What follows belongs to an exercise in optimizing a design on an open flow for small area, a short achievable clock period and few clock cycles per item; a production flow would make more cautious choices. At most, simulation tests tie the RTL to the original design; equivalence was not proved. For runs 1 and 2, only the layout was checked, not whether the RTL still works. Power is estimated from default activity; no workload was simulated.

==> flow/design.v (outline; a module is shown in full before it is edited, if it fits) <==
// module CONV: 147 lines
// module conv_mac: 2681 lines
// module mac_fa: 4 lines
// module mac_ha: 4 lines
module CONV(
    input             clk,
    input             reset,
    output reg        busy,
    input             ready,
    output reg [11:0] iaddr,
    input      [19:0] idata,
    output reg        cwr,
    output reg [11:0] caddr_wr,
    output reg [19:0] cdata_wr,
    output reg        crd,
    output reg [11:0] caddr_rd,
    input      [19:0] cdata_rd,
    output     [2:0]  csel
  );
  // ...
==> flow/flow/run.sh <==
#!/bin/bash
set -euo pipefail
export BUFFER_PORTS_ARGS="-buffer_cell sky130_fd_sc_hd__buf_2"
export SETUP_SLACK_MARGIN=6.7
bash standard.sh > standard.log 2>&1
==> flow/standard.sh <==
#!/bin/bash
# synth_recipe.tcl (not shown) runs the flow's synth.tcl, then flattens the netlist and writes it again
# the make line also repeats each setting of config.mk as NAME=value (left out here)
make -C /OpenROAD-flow-scripts/flow DESIGN_CONFIG=/design/flow/config.mk WORK_HOME=/design/flow/orfs CLKGATE_MAP_FILE= SYNTH_SCRIPT=/design/flow/synth_recipe.tcl "${@:-finish}"
==> flow/config.mk <==
export PLATFORM = sky130hd
export DESIGN_NAME = CONV
export DESIGN_NICKNAME = CONV
export VERILOG_FILES = /design/flow/design.v
export SDC_FILE = /design/flow/constraint.sdc
export NUM_CORES = 4
export LEC_CHECK = 0
export ABC_CLOCK_PERIOD_IN_PS = 3000
export CAP_MARGIN = 20
export CORE_MARGIN = 2
export CORE_UTILIZATION = 65
export CTS_CLUSTER_DIAMETER = 80
export CTS_CLUSTER_SIZE = 24
export PLACE_DENSITY = 0.75
export SLEW_MARGIN = 20
export SYNTH_HIERARCHICAL = 1
export SYNTH_MINIMUM_KEEP_SIZE = 0
==> flow/constraint.sdc <==
create_clock -name core_clock -period 10.0 [get_ports {clk}]
set_input_delay 2.0000 -clock core_clock [delete_from_list [all_inputs] [get_ports {clk}]]
set_output_delay 2.0000 -clock core_clock [all_outputs]
set_load 0.01 [all_outputs]
==> results.py, run 1 <==
metrics = {
    "grt": {
        "grt.busiest_layer": "met2",
        "met3_usage": 0.115,
        "grt-ovfl-total": 0,
        "first_global_vias": 27500,
    },
    "worst_setup_path": {
        "crit_start": "sr[20][5]",
        "cp_num_buf_inv": 1,
        "worst_ep_required_time_ps": 10530,
        "critPathArrivalTime_ps": 3840,
        "crit_path_end": "mac.r1662",
    },
    "logic_synthesis": {
        "synth_fp_nets": 4093,
        "syn_inst": 2946,
        "ys_ff_latch": 958,
        "synth_area_um2": 45900,
        "yosys_warnings": 10,
        "yosysSeqAreaShare": 0.432,
    },
    "die": {
        "fp-row-count": 97,
        "taps": 940,
        "die_w_um": 270,
        "design.core.area_um2": 69900,
        "io_pins": 105,
    },
    "worst_hold_path": {
        "hold_start": "sr[9][8]",
        "holdPathEnd": "sr[10][8]",
    },
    "pwr": {
        "power_leader": "registers",
        "seqPwrFrac": 0.614,
        "clk-power_mw": 2.39,
        "pg_comb_mw": 0.0282,
    },
    "cells_and_area": {
        "nNonClkBuffers": 115,
        "layout_commonest_cell": "fa_1",
        "layout-drive-gt1-share": 0.0748,
        "largest-register": "sr",
        "layout_common_cells": "fa_1, dfxtp_1, inv_1, ha_1, buf_2",
        "fin_area_um2": 49100,
        "multi_input_area_share": 0.509,
        "buf_share": 0.0126,
    },
    "place": {
        "dp_slack_ps": 6670,
    },
    "timing": {
        "finalHoldViolations": 0,
        "rsz0062_at_grt": "no",
        "drv_slew": 0,
        "setup_violations": 0,
        "clock.fmax_ghz": 0.302,
    },
    "status": {
        "status": "no timing/DRC/antenna violations",
    },
    "clocking": {
        "ctsHoldBuffers": 0,
        "cts_buffers": 52,
    },
    "routing": {
        "wl_met2_um": 55500,
    },
}
==> module CONV, before the edit <==
module CONV(
    input             clk,
    input             reset,
    output reg        busy,
    input             ready,
    output reg [11:0] iaddr,
    input      [19:0] idata,
    output reg        cwr,
    output reg [11:0] caddr_wr,
    output reg [19:0] cdata_wr,
    output reg        crd,
    output reg [11:0] caddr_rd,
    input      [19:0] cdata_rd,
    output     [2:0]  csel
  );
reg        s_pre, w_pre;
reg  [3:0] s_b, w_b;
reg  [6:0] s_j, w_j;
reg  [3:0] s_ph, w_ph;
reg        s_run, w_run;
localparam MACLAT = 2;    
reg  [MACLAT+2:0] w_dly;
wire s_last = (s_ph == 4'd9);
always @(posedge clk or posedge reset) begin
  if (reset) begin
    s_pre <= 1'b1; s_b <= 4'd0; s_j <= 7'd0; s_ph <= 4'd0;
  end else if (s_run) begin
    s_ph <= s_last ? 4'd0 : s_ph + 4'd1;
    if (s_last) begin
      if (s_pre) s_pre <= 1'b0;
      else if (s_j == 7'd64) begin s_j <= 7'd0; s_b <= s_b + 4'd1; end
      else s_j <= s_j + 7'd1;
    end
  end
end
wire w_last = (w_ph == 4'd9);
always @(posedge clk or posedge reset) begin
  if (reset) begin
    w_pre <= 1'b1; w_b <= 4'd0; w_j <= 7'd0; w_ph <= 4'd0;
  end else if (w_run) begin
    w_ph <= w_last ? 4'd0 : w_ph + 4'd1;
    if (w_last) begin
      if (w_pre) w_pre <= 1'b0;
      else if (w_j == 7'd64) begin w_j <= 7'd0; w_b <= w_b + 4'd1; end
      else w_j <= w_j + 7'd1;
    end
  end
end
wire w_end = (w_b == 4'd8) && (w_j == 7'd2) && (w_ph == 4'd2);
wire s_end = s_b[3];
reg idle;
always @(posedge clk or posedge reset) begin
  if (reset) begin
    busy <= 1'b0; idle <= 1'b1; s_run <= 1'b0; w_run <= 1'b0; w_dly <= 0;
  end else begin
    w_dly <= {w_dly[MACLAT+1:0], 1'b0};
    if (ready && idle) begin
      busy <= 1'b1; idle <= 1'b0; s_run <= 1'b1; w_dly[0] <= 1'b1;
    end
    if (w_dly[MACLAT+2]) w_run <= 1'b1;
    if (s_end) s_run <= 1'b0;
    if (w_run && w_end) begin
      busy <= 1'b0; w_run <= 1'b0;
    end
  end
end
wire [5:0] s_row = {s_b[2:0], 3'b000} + {2'b00, s_ph} - 6'd1;
wire s_zero = s_pre || (s_j == 7'd64) || (s_b[3]) ||
              (s_b[2:0] == 3'd0 && s_ph == 4'd0) || (s_b[2:0] == 3'd7 && s_ph == 4'd9);
reg zero_q;
always @(posedge clk) begin
  iaddr  <= {s_row, s_j[5:0]};
  zero_q <= s_zero;
end
reg [19:0] sr [0:22];
integer k;
always @(posedge clk) begin
  sr[0] <= zero_q ? 20'd0 : idata;
  for (k = 1; k < 23; k = k + 1) sr[k] <= sr[k-1];
end
wire        m_neg;
wire [19:0] m_val;
conv_mac mac(
  .clk(clk),
  .p0(sr[22]), .p1(sr[12]), .p2(sr[2]),
  .p3(sr[21]), .p4(sr[11]), .p5(sr[1]),
  .p6(sr[20]), .p7(sr[10]), .p8(sr[0]),
  .neg(m_neg), .val(m_val)
);
reg         l0_neg;
reg  [19:0] l0_val;
always @(posedge clk) begin
  l0_neg <= m_neg;
  l0_val <= m_val;
end
wire [19:0] l0_word = l0_neg ? 20'd0 : l0_val;
wire [6:0] w_jm3 = w_j - 7'd3;
wire       p_valid = !w_pre && ((w_j >= 7'd3) ? !w_b[3] : (w_j != 7'd2 && w_b != 4'd0));
wire [2:0] p_b     = (w_j >= 7'd3) ? w_b[2:0] : w_b[2:0] - 3'd1;
wire [4:0] p_c     = (w_j >= 7'd3) ? w_jm3[5:1] : 5'd31;
wire       p_h     = (w_j >= 7'd3) ? w_jm3[0] : w_j[0];
wire [6:0] w_jm4 = w_j - 7'd4;
wire       q_valid = !w_pre && ((w_j >= 7'd4) ? !w_b[3] : (w_j != 7'd3 && w_b != 4'd0));
wire [2:0] q_b     = (w_j >= 7'd4) ? w_b[2:0] : w_b[2:0] - 3'd1;
wire [4:0] q_c     = (w_j >= 7'd4) ? w_jm4[5:1] : (w_j == 7'd0 ? 5'd30 : 5'd31);
wire       q_h     = (w_j >= 7'd4) ? w_jm4[0] : (w_j == 7'd0 ? 1'b1 : w_j[1]);
wire [3:0] w_s  = w_ph - 4'd2;
wire       v0   = !w_pre && !w_b[3] && (w_ph >= 4'd2) && (w_j != 7'd0);
wire       v1   = q_valid && (w_ph <= 4'd1);
wire       vrd  = p_valid && (w_ph >= 4'd2);
reg  [19:0] rdq, acc_a, acc_b;
reg         a_ld, a_mx, b_ld, b_mx;
wire [19:0] max_a = (rdq > acc_a) ? rdq : acc_a;
wire [19:0] max_b = (rdq > acc_b) ? rdq : acc_b;
always @(posedge clk) begin
  rdq  <= cdata_rd;
  a_ld <= (w_ph == 4'd3);
  a_mx <= (w_ph >= 4'd4 && w_ph <= 4'd6);
  b_ld <= (w_ph == 4'd7);
  b_mx <= (w_ph >= 4'd8);
  if (a_ld) acc_a <= rdq;
  else if (a_mx) acc_a <= max_a;
  if (b_ld) acc_b <= rdq;
  else if (b_mx) acc_b <= max_b;
end
reg cwr_l1;
assign csel = {1'b0, cwr_l1, 1'b1};
always @(posedge clk or posedge reset) begin
  if (reset) begin
    cwr <= 1'b0; crd <= 1'b0; cwr_l1 <= 1'b0;
  end else begin
    cwr    <= w_run && (v0 || v1);
    crd    <= w_run && vrd;
    cwr_l1 <= w_run && v1;
  end
end
always @(posedge clk) begin
  caddr_rd <= {p_b, p_h, w_s[2], w_s[1], p_c, w_s[0]};
  if (v0) begin
    caddr_wr <= {w_b[2:0], w_s[2:0], w_j[5:0] - 6'd1};
    cdata_wr <= l0_word;
  end else begin
    caddr_wr <= {2'b00, q_b, q_h, w_ph[0], q_c};
    cdata_wr <= w_ph[0] ? max_b : acc_a;
  end
end
endmodule
==> run 2, diff against run 1 <==
--- a/flow/design.v
+++ b/flow/design.v
@@ -109,20 +109,15 @@
 wire       v0   = !w_pre && !w_b[3] && (w_ph >= 4'd2) && (w_j != 7'd0);
 wire       v1   = q_valid && (w_ph <= 4'd1);
 wire       vrd  = p_valid && (w_ph >= 4'd2);
-reg  [19:0] rdq, acc_a, acc_b;
-reg         a_ld, a_mx, b_ld, b_mx;
-wire [19:0] max_a = (rdq > acc_a) ? rdq : acc_a;
-wire [19:0] max_b = (rdq > acc_b) ? rdq : acc_b;
+reg  [19:0] rdq, acc, hold;
+reg         ld, hold_en;
+wire [19:0] mx = (rdq > acc) ? rdq : acc;
 always @(posedge clk) begin
-  rdq  <= cdata_rd;
-  a_ld <= (w_ph == 4'd3);
-  a_mx <= (w_ph >= 4'd4 && w_ph <= 4'd6);
-  b_ld <= (w_ph == 4'd7);
-  b_mx <= (w_ph >= 4'd8);
-  if (a_ld) acc_a <= rdq;
-  else if (a_mx) acc_a <= max_a;
-  if (b_ld) acc_b <= rdq;
-  else if (b_mx) acc_b <= max_b;
+  rdq     <= cdata_rd;
+  ld      <= (w_ph == 4'd3) || (w_ph == 4'd7);
+  hold_en <= (w_ph == 4'd7);
+  acc     <= ld ? rdq : mx;
+  if (hold_en) hold <= acc;
 end
 reg cwr_l1;
 assign csel = {1'b0, cwr_l1, 1'b1};
@@ -142,7 +137,7 @@
     cdata_wr <= l0_word;
   end else begin
     caddr_wr <= {2'b00, q_b, q_h, w_ph[0], q_c};
-    cdata_wr <= w_ph[0] ? max_b : acc_a;
+    cdata_wr <= w_ph[0] ? mx : hold;
   end
 end
 endmodule
==> run 2 against run 1 <==
Effect of this change:
- register-to-register slack about the same
- setup slack lost 8.3 ps
- utilization shrank 0.091 points
- fmax down 0.25%
- clock skew fell by 40 ps
- non-clock buffer count grew 1
- still clean
- count of clock-buffer cells in the layout fell by 5
- via count is 4.0% lower
- global-route usage rose by 1.1 points
- critical path depth is 1 lower
- sequential share of layout area increased by 0.51 points
==> results.py, run 2 <==
metrics = {
    "routing": {
        "drt-total-wl_um": 126000,
        "routedWlPerCell_um": 32.7,
        "firstDrtPassIters": 5,
        "viasPerCell": 6.06,
        "drtIter0Drc": 2267,
        "via_count": 23300,
        "drc": 0,
        "ant_nets": 0,
    },
    "die": {
        "design.core.area_um2": 68300,
        "die_w_um": 266,
        "io_pins": 105,
        "fp-row-count": 96,
        "start_util": 0.655,
        "die_h_um": 266,
        "die-area_um2": 71000,
    },
    "timing": {
        "drv_slew": 0,
        "fin_skew_ps": 33.9,
        "finalSetupTns_ps": 0,
        "setup_violations": 0,
        "worstMarginPinSlew_ps": 1100,
        "worst_slack_ps": 6690,
        "hold_slack_ps": 313,
        "post-route-min-period_ps": 3310,
        "finalHoldViolations": 0,
        "min_period_over_period": 0.331,
        "rsz0062_at_grt": "no",
        "max_slew_margin": 0.267,
        "clock.fmax_ghz": 0.302,
    },
    "logic_synthesis": {
        "yosys_warnings": 10,
        "synth_top_area_frac": 0.433,
        "syn_inst": 2809,
        "synth_simple_gate_area_frac": 0.0312,
        "synth_area_leader_cell": "fa_1",
        "synth.distinct_cells": 73,
        "synth_top_flop_cell": "dfxtp_1",
        "synth_fp_nets": 3935,
        "ys_top_cells_by_count": "fa_1, dfxtp_1, inv_1",
        "synth_compound_area_frac": 0.0310,
        "yosysSeqAreaShare": 0.437,
        "yosysMostFrequentCell": "fa_1",
        "synth_edf_count": 20,
        "muxShareOfSynthArea": 0.00579,
        "synth-async-reset-ratio": 0.0460,
        "synth_top_family_by_area": "adder cells",
        "avgSynthCellArea_um2": 15.9,
        "synth_area_um2": 44800,
        "synth-adder-area-share": 0.465,
        "synth_xor_area_frac": 0.00861,
        "synth.area.top_cells": "fa_1, dfxtp_1, ha_1",
        "ys_ff_latch": 956,
    },
    "pwr": {
        "power_density_nw_per_um2": 136,
        "power_mw": 6.51,
        "power.leakage_nw": 23.0,
        "p_sw_mw": 1.52,
        "p_sw_frac": 0.233,
        "p_int_mw": 4.99,
        "peakVddDrop_v": 0.000185,
        "pwr-share-comb": 0.038,
        "power.share.clock": 0.357,
        "seqPwrFrac": 0.605,
    },
    "cells_and_area": {
        "layout-drive-gt1-share": 0.0806,
        "largest-register": "sr",
        "fin_area_um2": 48000,
        "layout_commonest_cell": "fa_1",
        "layout_common_cells": "fa_1, dfxtp_1, inv_1, ha_1, buf_2",
        "fin_nets": 4066,
        "syn2layout_area_growth_pct": 7.20,
        "largest_reg_flops": 460,
    },
    "worst_setup_path": {
        "end_kind": "flip-flop",
        "worstReg2RegEnd": "mac.r1652",
        "critical_path.max_fanout": 8,
        "crit_start": "sr[2][3]",
        "worst_ep_required_time_ps": 10530,
        "critPathArrivalTime_ps": 3850,
        "crit_path_end": "mac.r1652",
        "rrSetupSlack_ps": 6690,
        "critPathKind": "reg2reg",
        "r2r_cells": 4,
        "cp-start-kind": "flip-flop",
        "reg2reg_from": "sr[2][3]",
    },
    "grt": {
        "antenna_found_initial": 9,
        "first_global_vias": 25900,
        "grt_util_all_layers": 0.374,
        "grt_first_pass_wirelength_um": 181000,
        "grt_max_degree": 57,
        "grt-ovfl-total": 0,
    },
    "clocking": {
        "htree_levels": 2,
        "ctsLongestPathBuffers": 3,
        "cts_tree": "done",
        "clock_sinks": 956,
        "cts_buffers": 51,
        "clk_pin_slew_ps": 100,
        "ctsHoldBuffers": 0,
        "cts-root-buf": "clkbuf_16",
        "clk_latency_ps": 670,
    },
    "job": {
        "max_cap_viol_count": 0,
    },
    "place": {
        "dp_slack_ps": 6370,
        "port-buffer-count": 102,
        "place_area_um2": 46300,
        "gp_congestion": 1.05,
        "dp_hpwl_um": 96400,
    },
    "status": {
        "status": "no timing/DRC/antenna violations",
    },
    "worst_hold_path": {
        "hp-class": "reg2reg",
    },
}
-- run 2: cell types whose count changed after synthesis, moves of 19 or more --
cell and delta:
a221o_1 -20, a21boi_1 +21, mux2_1 +22, nand3b_1 -22, ha_1 -21, nor2_1 -25
edfxtp_1 -20, o31ai_1 -22, nor3b_1 +21, inv_1 -19, a22o_1 -20, nand3_1 -42
o211ai_1 +20
-- run 2: worst max-delay path, stage by stage (launching register included) --
cell	delay, ps
dfxtp_1	1060
fa_1	610
fa_1	430
fa_1	590
fa_1	500
-- run 2: worst min-delay path by stage --
stage,endpoint,cells past startpoint,start,slack [ps]
2_1_floorplan,mac.q2256,0,mac.r1638,310
5_1_grt,sr[6][15],0,sr[5][15],320
6_report,sr[6][15],0,sr[5][15],310
3_3_place_gp,sr[19][0],0,sr[18][0],310
4_1_cts,sr[6][15],0,sr[5][15],320
3_5_place_dp,sr[7][15],0,sr[6][15],310
-- run 2: area by class of cell --
cell class	count	area [um^2]
multi-input combinational	1611	24300
fill	4481	20400
sequential	956	19600
clock buffer	58	1300
tap	882	1100
inverter	204	767
timing repair buffer	116	622
clock inverter	20	292
antenna	3	7.51
-- run 2: repair_timing --
item                       CTS  global route
setup buffers                0             5
cloned                       0             0
setup endpoints to repair   23            21
gates resized for setup     10            17
pin swaps                    0             0
-- run 2: cells by family (layout without fill, tap and decap cells) --
| kind of cell | count (synthesis) | in the layout |
|---|---|---|
| multiplexers | 23 | 23 |
| AND/OR/NAND/NOR | 258 | 258 |
| flip-flops | 956 | 956 |
| buffers and inverters | 242 | 398 |
| AO/OA/AOI/OAI | 201 | 201 |
| XOR/XNOR | 44 | 44 |
| adder cells (fa/ha/maj) | 1083 | 1083 |
| other | 2 | 5 |
-- run 2: modules after synthesis, one instance, submodules excluded --
module,flops+latches,copies in the design,cells
CONV,644,1,1155
mac_ha,0,15,1
conv_mac,312,1,671
mac_fa,0,968,1
-- run 2: stage by stage --
step	std cells	util
2_1_floorplan	2809	-
3_3_place_gp	3764	0.677
3_5_place_dp	3764	0.677
4_1_cts	3842	0.701
5_1_grt	3847	0.702
6_report	3850	0.702
-- run 2: power by group through the flow --
stage / Clock (mW) / Combinational (mW) / Sequential, mW
floorplan: 0 / 0.186 / 4.01
global placement: 0 / 0.238 / 4.02
detailed placement: 0 / 0.246 / 4.03
CTS: 2.36 / 0.249 / 3.94
global route: 2.48 / 0.280 / 3.95
finish: 2.32 / 0.248 / 3.94
-- run 2: per-layer routing --
| metal | global-route usage | part of all wire |
|---|---|---|
| met1 | 0.499 | 0.38 |
| met2 | 0.548 | 0.44 |
| met3 | 0.156 | 0.13 |
| met4 | 0.153 | 0.051 |
| met5 | 0 | 0.00031 |
==> run 3, diff against run 2 <==
--- a/flow/design.v
+++ b/flow/design.v
@@ -34,17 +34,17 @@
     end
   end
 end
-wire w_last = (w_ph == 4'd9);
+wire       w_last = (w_ph == 4'd9);
+wire       w_step = w_run && w_last;
+wire [3:0] wn_ph  = !w_run ? w_ph : (w_last ? 4'd0 : w_ph + 4'd1);
+wire       wn_pre = w_step ? 1'b0 : w_pre;
+wire [6:0] wn_j   = (w_step && !w_pre) ? ((w_j == 7'd64) ? 7'd0 : w_j + 7'd1) : w_j;
+wire [3:0] wn_b   = (w_step && !w_pre && w_j == 7'd64) ? w_b + 4'd1 : w_b;
 always @(posedge clk or posedge reset) begin
   if (reset) begin
     w_pre <= 1'b1; w_b <= 4'd0; w_j <= 7'd0; w_ph <= 4'd0;
-  end else if (w_run) begin
-    w_ph <= w_last ? 4'd0 : w_ph + 4'd1;
-    if (w_last) begin
-      if (w_pre) w_pre <= 1'b0;
-      else if (w_j == 7'd64) begin w_j <= 7'd0; w_b <= w_b + 4'd1; end
-      else w_j <= w_j + 7'd1;
-    end
+  end else begin
+    w_pre <= wn_pre; w_b <= wn_b; w_j <= wn_j; w_ph <= wn_ph;
   end
 end
 wire w_end = (w_b == 4'd8) && (w_j == 7'd2) && (w_ph == 4'd2);
@@ -106,7 +106,8 @@
 wire [4:0] q_c     = (w_j >= 7'd4) ? w_jm4[5:1] : (w_j == 7'd0 ? 5'd30 : 5'd31);
 wire       q_h     = (w_j >= 7'd4) ? w_jm4[0] : (w_j == 7'd0 ? 1'b1 : w_j[1]);
 wire [3:0] w_s  = w_ph - 4'd2;
-wire       v0   = !w_pre && !w_b[3] && (w_ph >= 4'd2) && (w_j != 7'd0);
+reg        v0;      
+always @(posedge clk) v0 <= !wn_pre && !wn_b[3] && (wn_ph >= 4'd2) && (wn_j != 7'd0);
 wire       v1   = q_valid && (w_ph <= 4'd1);
 wire       vrd  = p_valid && (w_ph >= 4'd2);
 reg  [19:0] rdq, acc, hold;
==> flow/flow/run.sh (replaced) <==
#!/bin/bash
# Layout: the standard flow (standard.sh), with these changes to how it is made:
#  - ports are buffered with buf_2 instead of the default weakest buffer;
#  - after placement, the shift register's tap flip-flops are upsized (upsize.tcl).
# Constraints (constraint.sdc, 10 ns clock) are unchanged.
set -euo pipefail
export BUFFER_PORTS_ARGS="-buffer_cell sky130_fd_sc_hd__buf_2"
export SETUP_SLACK_MARGIN=6.7
bash standard.sh synth floorplan place > standard_place.log 2>&1
RESULTS=orfs/results/sky130hd/CONV/base \
LIBERTY=$FLOW_HOME/platforms/sky130hd/lib/sky130_fd_sc_hd__tt_025C_1v80.lib \
  openroad -no_init -exit flow/upsize.tcl > upsize.log 2>&1
bash standard.sh > standard.log 2>&1
==> flow/flow/upsize.tcl (new file) <==
# Upsize the pixel shift register's tap flip-flops (the ones that feed the adder
# tree, fanout 6-9) from dfxtp_1 to dfxtp_2, then legalize. Runs on the placed
# design, before clock tree synthesis.
set results $::env(RESULTS)
read_db $results/3_place.odb
read_liberty $::env(LIBERTY)
set n 0
set m [[ord::get_db] findMaster sky130_fd_sc_hd__dfxtp_2]
foreach inst [[ord::get_db_block] getInsts] {
  set name [$inst getName]
  if {[regexp {^sr\\\[(0|1|2|10|11|12|20|21|22)\\\]} $name] &&
      [[$inst getMaster] getName] eq "sky130_fd_sc_hd__dfxtp_1"} {
    $inst swapMaster $m
    incr n
  }
}
puts "upsized $n tap flip-flops"
detailed_placement
check_placement
write_db $results/3_place.odb
==> run 3 against run 2 <==
Effect of this change:
- still clean on timing, DRC and antenna
- die area rose by 0.41%
- global-route usage fell by 1.1 points
- sequential power barely moved
- total power barely moved
- critical path depth rose by 1
- utilization rose by 0.16 points
- clock skew rose by 1.6 ps
- synthesized cell count rose by 0.46%
- sequential share of layout area rose by 0.29 points
- count of clock-buffer cells in the layout did not move
- routed wire length fell by 3.3%
- critical path type unchanged
- critical endpoint is now mac.q2316
- largest power group unchanged
==> results.py, run 3 <==
metrics = {
    "worst_setup_path": {
        "crit_path_end": "mac.q2316",
        "crit_path_max_incr_delay_ps": 700,
        "crit_start": "mac.r1795",
        "worstReg2RegEnd": "mac.q2316",
        "r2r_cells": 5,
        "critPathArrivalTime_ps": 3760,
        "worst_ep_required_time_ps": 10510,
        "end_kind": "flip-flop",
        "cp_common_cell": "fa_1",
        "path_cells": "fa_1 > fa_1 > fa_1 > fa_1 > fa_1",
        "rrSetupSlack_ps": 6750,
        "reg2reg_from": "mac.r1795",
        "cp-start-kind": "flip-flop",
        "critPathKind": "reg2reg",
        "slowest_stage": "fa_1",
        "critical_path.max_fanout": 1,
    },
    "die": {
        "start_util": 0.656,
        "io_pins": 105,
        "die_h_um": 267,
        "fp-row-count": 96,
        "design.core.area_um2": 68500,
        "die_w_um": 267,
        "die-area_um2": 71300,
    },
    "pwr": {
        "power.share.clock": 0.346,
        "pwr-share-comb": 0.050,
        "p_int_mw": 5.04,
        "peakVddDrop_v": 0.000170,
        "seqPwrFrac": 0.604,
        "p_sw_mw": 1.47,
        "power_density_nw_per_um2": 135,
        "power_mw": 6.51,
        "p_sw_frac": 0.226,
        "power.leakage_nw": 23.4,
    },
    "logic_synthesis": {
        "yosysMostFrequentCell": "fa_1",
        "ys_top_cells_by_count": "fa_1, dfxtp_1, inv_1",
        "synth.area.top_cells": "fa_1, dfxtp_1, ha_1",
        "synth_area_um2": 44900,
        "synth-async-reset-ratio": 0.0460,
        "synth_top_area_frac": 0.432,
        "synth.distinct_cells": 77,
        "muxShareOfSynthArea": 0.0121,
        "avgSynthCellArea_um2": 15.9,
        "syn_inst": 2822,
        "synth-adder-area-share": 0.463,
        "synth_xor_area_frac": 0.00896,
        "synth_area_leader_cell": "fa_1",
        "ys_ff_latch": 957,
        "yosysSeqAreaShare": 0.436,
        "synth_fp_nets": 3948,
        "synth_compound_area_frac": 0.0266,
        "synth_top_flop_cell": "dfxtp_1",
        "synth_top_family_by_area": "adder cells",
        "yosys_warnings": 10,
        "synth_edf_count": 20,
        "synth_simple_gate_area_frac": 0.0314,
    },
    "clocking": {
        "cts_buffers": 50,
        "htree_levels": 2,
        "ctsHoldBuffers": 0,
        "postCtsSetupBuffers": 0,
        "clk_latency_ps": 670,
        "cts_tree": "done",
        "clk_pin_slew_ps": 90,
        "cts-root-buf": "clkbuf_16",
        "ctsLongestPathBuffers": 3,
        "ctsResizeCount": 0,
        "clock_sinks": 957,
    },
    "routing": {
        "drc": 0,
        "via_count": 23100,
        "viasPerCell": 5.98,
        "drtIter0Drc": 2242,
        "routedWlPerCell_um": 31.6,
        "drt-total-wl_um": 122000,
        "firstDrtPassIters": 5,
        "ant_nets": 0,
    },
    "timing": {
        "worstMarginPinSlew_ps": 1130,
        "setup_violations": 0,
        "worst_slack_ps": 6750,
        "drv_slew": 0,
        "finalSetupTns_ps": 0,
        "clock.fmax_ghz": 0.308,
        "finalHoldViolations": 0,
        "post-route-min-period_ps": 3250,
        "fin_skew_ps": 35.5,
        "rsz0062_at_grt": "no",
        "hold_slack_ps": 316,
        "min_period_over_period": 0.325,
        "max_slew_margin": 0.245,
    },
    "grt": {
        "grt-ovfl-total": 0,
        "antenna_found_initial": 11,
        "grt_max_degree": 45,
        "first_global_vias": 25900,
        "grt_util_all_layers": 0.363,
        "grt_first_pass_wirelength_um": 178000,
    },
    "place": {
        "gp_congestion": 1.01,
        "port-buffer-count": 102,
        "dp_slack_ps": 6650,
        "dp_hpwl_um": 94100,
        "place_area_um2": 46400,
    },
    "status": {
        "status": "no timing/DRC/antenna violations",
    },
    "cells_and_area": {
        "largest_reg_flops": 460,
        "layout_commonest_cell": "fa_1",
        "largest-register": "sr",
        "layout-drive-gt1-share": 0.136,
        "fin_nets": 4074,
        "syn2layout_area_growth_pct": 7.20,
        "fin_area_um2": 48200,
        "layout_common_cells": "fa_1, dfxtp_1, inv_1, dfxtp_2, ha_1",
    },
    "worst_hold_path": {
        "hold_depth": 0,
        "hp-class": "reg2reg",
        "hold_start": "sr[9][1]",
    },
    "job": {
        "max_cap_viol_count": 0,
    },
}
run 3: power groups by stage:
stage                     Combinational (mW)  Sequential, mW  Clock (mW)
after floorplan                        0.293            4.01           0
after global placement                 0.312            4.02           0
after detailed placement               0.322            4.02           0
after CTS                              0.325            3.93        2.29
after global routing                   0.352            3.94        2.42
final                                  0.325            3.94        2.25
run 3: cell type report:
type                            instances  area [um^2]
Multi-Input combinational cell       1622        24400
Fill cell                            4456        20300
Sequential cell                       957        19800
Clock buffer                           58         1280
Tap cell                              882         1100
Inverter                              206          773
Timing Repair Buffer                  111          578
Clock inverter                         19          234
Antenna cell                            3         7.51
run 3: how the worst min path moves through the flow:
stage,slack [ps],endpoint
after floorplan,310,mac.q2256
after global placement,310,sr[6][2]
after detailed placement,310,sr[5][12]
after CTS,320,sr[10][1]
after global routing,330,sr[19][18]
final,320,sr[10][1]
run 3: layer usage:
metal / track usage / vias up / wire length (um)
met5: 0 / - / 27
met4: 0.168 / 4 / 6910
met3: 0.0963 / 407 / 12000
met2: 0.543 / 1279 / 54500
met1: 0.506 / 12300 / 48500
li1: - / 9111 / -
run 3: critical path: cells and delay by family (launching register included):
| kind | cells | cell delay (ps) |
|---|---|---|
| adders and majority gates | 5 | 2790 |
| DFF | 1 | 330 |
run 3: Yosys stat by module (local to each module, per instance):
module | copies in the design | cell area, um^2
CONV | 1 | 16900
mac_ha | 15 | 12.5
conv_mac | 1 | 8470
mac_fa | 968 | 20.0
run 3: kinds of logic (layout without fill, tap and decap cells):
logic type,count (synthesis),in the layout
AO/OA/AOI/OAI,179,179
XOR/XNOR,46,46
adder cells (fa/ha/maj),1083,1083
buffers and inverters,243,394
flip-flops,957,957
multiplexers,44,44
other,2,5
AND/OR/NAND/NOR,268,268
run 3: metrics by stage:
step                      utilization  cells
after global routing            0.704   3857
after detailed placement        0.678   3776
after global placement          0.678   3776
after floorplan                     -   2822
after CTS                       0.703   3853
final                           0.704   3858
Testbench counts of run 3, summed over its fixed seeds: cycles 41,912, images 8.

[static timing again, ports no longer ideal]
In the flow no input, the clock included, has a driving cell. The finished layouts below were timed again as built, in two steps.
Step 1 sets driving cells, clkbuf_16 on the clock port and buf_2 on the other inputs (assumed; they add their load-dependent delay and slew).
Step 2, shift: input delay + t, output delay - t, t = (earliest + latest rising clock arrival at the registers) / 2. This alone moves slack from input paths to output paths.
a / b / c = no drivers / after step 1 / after step 2; a / b = the first two.
run | t (ns) | setup slack, ns | clock arrival spread, ns
run 1 | 0.712 | 6.693 / 6.693 / 6.693 | 0.075 / 0.075
run 2 | 0.721 | 6.685 / 6.685 / 6.685 | 0.036 / 0.036
run 3 | 0.713 | 6.753 / 6.753 / 6.753 | 0.040 / 0.040
After both steps setup and hold are still met in every run listed.
